Background: an optimization exercise with open tools, aiming at small area and a short achievable clock period. Do not read the settings as production practice. Where RTL was checked, it was by simulation tests only, not by an equivalence proof against the original. No activity file was given, so power comes from the tool's default toggle rates.

// uart_top
module uart_top #(
    parameter CLOCK_FREQ = 50000000,
    parameter DEFAULT_BAUD = 9600,
    parameter DATA_WIDTH = 8,
    parameter STOP_BITS = 1,
    parameter PARITY_EN = 0,
    parameter OVERSAMPLING = 16
) (
    input wire clk,
    input wire rst_n,
    input wire rx,
    output wire tx,
    input wire tx_start,
    input wire [DATA_WIDTH-1:0] tx_data,
    output wire tx_busy,
    output wire tx_done,
    output wire [DATA_WIDTH-1:0] rx_data,
    output wire rx_valid,
    input wire [15:0] baud_cfg,
    output wire frame_error,
    output wire parity_error,
    output wire overrun_error,
    output wire break_detected,
    output wire [7:0] frame_error_count,
    output wire [7:0] parity_error_count,
    output wire [7:0] overrun_error_count,
    output wire [7:0] break_count,
    output wire [15:0] bytes_received,
    output wire [15:0] packets_received,
    input wire clear_stats
);
    wire baud_tick;
    baud_generator baud_gen (
        .clk(clk),
        .rst_n(rst_n),
        .baud_cfg(baud_cfg),
        .baud_tick(baud_tick)
    );
    uart_tx uart_transmitter (
        .clk(clk),
        .rst_n(rst_n),
        .tx_start(tx_start),
        .tx_data(tx_data),
        .baud_tick(baud_tick),
        .tx(tx),
        .tx_busy(tx_busy),
        .tx_done(tx_done)
    );
    uart_rx uart_receiver (
        .clk(clk),
        .rst_n(rst_n),
        .rx(rx),
        .baud_tick(baud_tick),
        .rx_data(rx_data),
        .rx_valid(rx_valid),
        .frame_error(frame_error),
        .parity_error(parity_error),
        .overrun_error(overrun_error)
    );
    uart_protocol_checker protocol_checker (
        .clk(clk),
        .rst_n(rst_n),
        .rx_valid(rx_valid),
        .rx_data(rx_data),
        .frame_error(frame_error),
        .overrun_error(overrun_error),
        .frame_error_count(frame_error_count),
        .parity_error_count(parity_error_count),
        .overrun_error_count(overrun_error_count),
        .break_count(break_count),
        .break_detected(break_detected),
        .bytes_received(bytes_received),
  ...
==> flow/config.mk <==
export PLATFORM = sky130hd
export DESIGN_NAME = uart_top
export DESIGN_NICKNAME = uart_top
export VERILOG_FILES = /design/flow/design.v
export SDC_FILE = /design/flow/constraint.sdc
export NUM_CORES = 8
export LEC_CHECK = 0
export ABC_AREA = 1
export CAP_MARGIN = 20
export CORE_MARGIN = 2
export CORE_UTILIZATION = 40
export CTS_BUF_LIST = sky130_fd_sc_hd__clkbuf_8
export CTS_CLUSTER_DIAMETER = 100
export CTS_CLUSTER_SIZE = 30
export SLEW_MARGIN = 20
==> flow/constraint.sdc <==
create_clock -name core_clock -period 72.0 [get_ports {clk}]
set_input_delay 14.4000 -clock core_clock [delete_from_list [all_inputs] [get_ports {clk}]]
set_output_delay 14.4000 -clock core_clock [all_outputs]
set_load 0.01 [all_outputs]
standard.sh (not shown) runs the stock make flow with config.mk's settings and CLKGATE_MAP_FILE= SYNTH_SCRIPT=/design/flow/synth_recipe.tcl, a recipe that flattens the netlist after the stock synthesis.
==> flow/flow/run.sh <==
#!/bin/bash
# Own flow: the standard flow (standard.sh: unchanged synthesis and steps) with
#  - the port buffers that buffer_ports inserts chosen as the smallest buffer, and
#  - clock tree synthesis without dummy loads.
# make's full output goes to standard.log; ORFS keeps each step's log under orfs/logs.
export BUFFER_PORTS_ARGS="-buffer_cell sky130_fd_sc_hd__buf_1"
export CTS_ARGS="-sink_clustering_enable -repair_clock_nets -buf_list sky130_fd_sc_hd__clkbuf_8 -sink_clustering_size 30 -sink_clustering_max_diameter 100 -dont_use_dummy_load"
bash standard.sh > standard.log 2>&1
Change:
--- a/flow/design.v
+++ b/flow/design.v
@@ -586,13 +586,13 @@
     assign r196 = (s169 & k168) | (s169 & r195) | (k168 & r195);
     assign r197 = (s171 & k170) | (s171 & r196) | (k170 & r196);
     assign r198 = (s173 & k172) | (s173 & r197) | (k172 & r197);
     assign r199 = (s175 & k174) | (s175 & r198) | (k174 & r198);
     assign r200 = (s177 & k176) | (s177 & r199) | (k176 & r199);
     wire gt = r200;
-    wire hi = ((e2_3 & (|c2[15:15])) | (e3_3 & (|m3[17:16]))) | ((e1_4 & (|c2[15:14])) | (e2_4 & (|c2[15:13])) | (e3_4 & (|m3[17:14]))) | ((e1_5 & (|c2[15:12])) | (e2_5 & (|c2[15:11])) | (e3_5 & (|m3[17:12]))) | ((e1_6 & (|c2[15:10])) | (e2_6 & (|c2[15:9])) | (e3_6 & (|m3[17:10]))) | ((e1_7 & (|c2[15:8])) | (e2_7 & (|c2[15:7])) | (e3_7 & (|m3[17:8]))) | k44 | k46 | k100 | k102 | k138 | k178;
+    wire hi = ((e2_3 & c2[15]) | (e3_3 & m3[16])) | ((e3_3 & m3[17])) | ((e1_4 & c2[14]) | (e2_4 & c2[13]) | (e3_4 & m3[14])) | ((e1_4 & c2[15]) | (e2_4 & c2[14]) | (e3_4 & m3[15])) | ((e2_4 & c2[15]) | (e3_4 & m3[16])) | ((e3_4 & m3[17])) | ((e1_5 & c2[12]) | (e2_5 & c2[11]) | (e3_5 & m3[12])) | ((e1_5 & c2[13]) | (e2_5 & c2[12]) | (e3_5 & m3[13])) | ((e1_5 & c2[14]) | (e2_5 & c2[13]) | (e3_5 & m3[14])) | ((e1_5 & c2[15]) | (e2_5 & c2[14]) | (e3_5 & m3[15])) | ((e2_5 & c2[15]) | (e3_5 & m3[16])) | ((e3_5 & m3[17])) | ((e1_6 & c2[10]) | (e2_6 & c2[9]) | (e3_6 & m3[10])) | ((e1_6 & c2[11]) | (e2_6 & c2[10]) | (e3_6 & m3[11])) | ((e1_6 & c2[12]) | (e2_6 & c2[11]) | (e3_6 & m3[12])) | ((e1_6 & c2[13]) | (e2_6 & c2[12]) | (e3_6 & m3[13])) | ((e1_6 & c2[14]) | (e2_6 & c2[13]) | (e3_6 & m3[14])) | ((e1_6 & c2[15]) | (e2_6 & c2[14]) | (e3_6 & m3[15])) | ((e2_6 & c2[15]) | (e3_6 & m3[16])) | ((e3_6 & m3[17])) | ((e1_7 & c2[8]) | (e2_7 & c2[7]) | (e3_7 & m3[8])) | ((e1_7 & c2[9]) | (e2_7 & c2[8]) | (e3_7 & m3[9])) | ((e1_7 & c2[10]) | (e2_7 & c2[9]) | (e3_7 & m3[10])) | ((e1_7 & c2[11]) | (e2_7 & c2[10]) | (e3_7 & m3[11])) | ((e1_7 & c2[12]) | (e2_7 & c2[11]) | (e3_7 & m3[12])) | ((e1_7 & c2[13]) | (e2_7 & c2[12]) | (e3_7 & m3[13])) | ((e1_7 & c2[14]) | (e2_7 & c2[13]) | (e3_7 & m3[14])) | ((e1_7 & c2[15]) | (e2_7 & c2[14]) | (e3_7 & m3[15])) | ((e2_7 & c2[15]) | (e3_7 & m3[16])) | ((e3_7 & m3[17])) | k44 | k46 | k100 | k102 | k138 | k178;
     wire cond = hi | gt;
     wire [16:0] c2_t;
     wire [15:0] c2_inc;
     assign c2_t[0] = 1'b1;
     genvar gi;
     generate for (gi = 0; gi < 16; gi = gi + 1) begin : g_inc
=> The changed run finished with timing, DRC and antenna clean; die area barely changes; synthesized area hardly moves; sequential cell count stays the same; non-clock buffer count is unchanged; fmax stays flat; wire length is higher by 2.2%; synthesized cell count goes up by 0.96%; total power went up by 2.0%; sequential share of layout area went up by 0.14 points; setup slack loses 0.0075 ns; count of clock-buffer cells in the layout stays the same; hold slack stays flat.
Function not checked in the first run of this note: the RTL went through the layout flow alone.

Setup of job 6278:
Another version of the RTL of uart_top (not shown whole).
Size in the first run: roughly 1300 cells after synthesis, roughly 11000 um2 of cells after synthesis.
Design uart_top, start of the top module:
module uart_top #(
    parameter CLOCK_FREQ = 50000000,
    parameter DEFAULT_BAUD = 9600,
    parameter DATA_WIDTH = 8,
    parameter STOP_BITS = 1,
    parameter PARITY_EN = 0,
    parameter OVERSAMPLING = 16
) (
    input wire clk,
    input wire rst_n,
    input wire rx,
    output wire tx,
    input wire tx_start,
    input wire [DATA_WIDTH-1:0] tx_data,
    output wire tx_busy,
    output wire tx_done,
    output wire [DATA_WIDTH-1:0] rx_data,
    output wire rx_valid,
    input wire [15:0] baud_cfg,
    output wire frame_error,
    output wire parity_error,
    output wire overrun_error,
    output wire break_detected,
    output wire [7:0] frame_error_count,
    output wire [7:0] parity_error_count,
    output wire [7:0] overrun_error_count,
    output wire [7:0] break_count,
    output wire [15:0] bytes_received,
    output wire [15:0] packets_received,
    input wire clear_stats
);
export LEC_CHECK = 0
export ABC_AREA = 1
export CAP_MARGIN = 20
export CORE_MARGIN = 2
export CORE_UTILIZATION = 40
export CTS_BUF_LIST = sky130_fd_sc_hd__clkbuf_8
export CTS_CLUSTER_DIAMETER = 100
export CTS_CLUSTER_SIZE = 30
export SLEW_MARGIN = 20
create_clock -name core_clock -period 72.0 [get_ports {clk}]
Scripts as last shown in full above: flow/flow/run.sh
Changes in job 7088 relative to job 6278:
--- a/flow/design.v
+++ b/flow/design.v
@@ -2,14 +2,13 @@
 module baud_generator (
     input wire clk,
     input wire rst_n,
     input wire [15:0] baud_cfg,
     output reg baud_tick
 );
-    reg [15:0] br;             
-    wire [15:0] b = br | ((br == 16'd0) ? 16'd9600 : 16'd0);
+    reg [15:0] b;
     reg [15:0] c2;
     wire [17:0] m3;
     wire [16:0] mc;
     assign m3[0] = c2[0];
     assign m3[1] = c2[1] ^ c2[0];
     assign mc[1] = c2[1] & c2[0];
@@ -597,14 +596,14 @@
     assign c2_t[0] = 1'b1;
     genvar gi;
     generate for (gi = 0; gi < 16; gi = gi + 1) begin : g_inc
         assign c2_inc[gi] = c2[gi] ^ c2_t[gi];
         assign c2_t[gi + 1] = c2[gi] & c2_t[gi];
     end endgenerate
-    always @(posedge clk) br <= baud_cfg;
-    always @(posedge clk or negedge rst_n) begin
+    always @(posedge clk) b <= (baud_cfg == 16'd0) ? 16'd9600 : baud_cfg;
+    always @(posedge clk) begin
         if (!rst_n) begin
             c2 <= 16'd2;
             baud_tick <= 1'b0;
         end else begin
             baud_tick <= cond;
             c2 <= cond ? 16'd2 : c2_inc;
@@ -630,13 +629,13 @@
     wire [3:0] state_inc = {state[3] ^ (state[2] & state[1] & state[0]),
                             state[2] ^ (state[1] & state[0]),
                             state[1] ^ state[0],
                             ~state[0]};
     always @(posedge clk)
         if (idle && tx_start) data <= tx_data;
-    always @(posedge clk or negedge rst_n) begin
+    always @(posedge clk) begin
         if (!rst_n) begin
             state   <= IDLE;
             tx      <= 1'b1;
             tx_busy <= 1'b0;
             tx_done <= 1'b0;
         end else begin
@@ -687,13 +686,13 @@
         rx_sync2 <= rx_sync1;
         if (baud_tick)
             sample_count <= idle ? 4'd0 : inc4(sample_count);
         if (data_st && mid)
             shift_lo <= {shift_hi, shift_lo[6:1]};
     end
-    always @(posedge clk or negedge rst_n) begin
+    always @(posedge clk) begin
         if (!rst_n) begin
             rx_filter     <= 3'b111;
             rx_filtered   <= 1'b1;
             div16         <= 4'd0;
             state         <= IDLE;
             shift_hi      <= 1'b0;
@@ -777,13 +776,13 @@
     endfunction
     reg [3:0] zeros;
     reg [1:0] idle_count;      
     reg prev_rx_valid, prev_frame_error, prev_overrun_error;
     wire zero_frame = (rx_data == 8'd0) && frame_error;
     wire ff_frame = (rx_data == 8'hFF);
-    always @(posedge clk or negedge rst_n) begin
+    always @(posedge clk) begin
         if (!rst_n) begin
             zeros          <= 4'd0;
             break_detected <= 1'b0;
         end else begin
             break_detected <= rx_valid && zero_frame && (zeros == 4'd9);
             if (rx_valid) begin
@@ -795,13 +794,13 @@
                               zeros[1] ^ zeros[0],
                               ~zeros[0]};
             end
         end
     end
     wire pkt_inc = rx_valid && !ff_frame && (idle_count == 2'd3);
-    always @(posedge clk or negedge rst_n) begin
+    always @(posedge clk) begin
         if (!rst_n) begin
             idle_count          <= 2'd0;
             packets_received    <= 16'd0;
             frame_error_count   <= 8'd0;
             overrun_error_count <= 8'd0;
             break_count         <= 8'd0;
- Job 7088 did not stop at any stage, and its layout met the timing, DRC and antenna checks.
- Sequential power shrinks by more than 10% when moving from job 6278 to job 7088.
- Clock network power share for job 7088 is higher than for job 6278.
- Job 6278 ended up with more cell instances than job 7088 did.
- Synthesized cell count sits higher in job 7088 than in job 6278.
- Lower routability congestion estimate was reported by job 6278, not job 7088.
The RTL of job 6278 was laid out without a check of its function.

[afterwards: timing with drivers on the ports]
The results above use ideal ports. As a check the final layouts listed here were re-extracted and re-timed, cells and wires unchanged.
Step 1 assumes that a clkbuf_16 drives the clock port and a buf_2 every other input.
Step 2 adds t to the input delays and takes it off the output delays; t is the mean of the earliest and latest rising clock arrival at the registers after step 1. Input paths then give back, and output paths get back, about the clock's delay inside the block.
a / b / c = ideal ports / drivers / drivers and shift; a / b = the first two.
| run | t (ns) | slack for setup (ns) | worst setup path at the end | clock arrival spread, ns | slew at the worst register clock pin (ns) |
|---|---|---|---|---|---|
| the first run of note 1 | 0.484 | 56.503 / 56.462 / 56.240 | input, reset recovery | 0.058 / 0.058 | 0.11 / 0.11 |
| the second run of note 1 | 0.481 | 56.495 / 56.457 / 56.127 | input to register | 0.027 / 0.027 | 0.09 / 0.09 |
| job 6278 | 0.479 | 56.467 / 56.425 / 56.380 | input to register | 0.036 / 0.035 | 0.09 / 0.09 |
| job 7088 | 0.464 | 56.580 / 56.540 / 56.149 | input to register | 0.056 / 0.057 | 0.10 / 0.10 |
After both steps every run listed still meets setup and hold. The setup slack of job 7088, which loses most, moves by -0.040 ns with the drivers and by -0.431 ns with both steps. The worst setup slack also covers recovery checks on asynchronous resets.
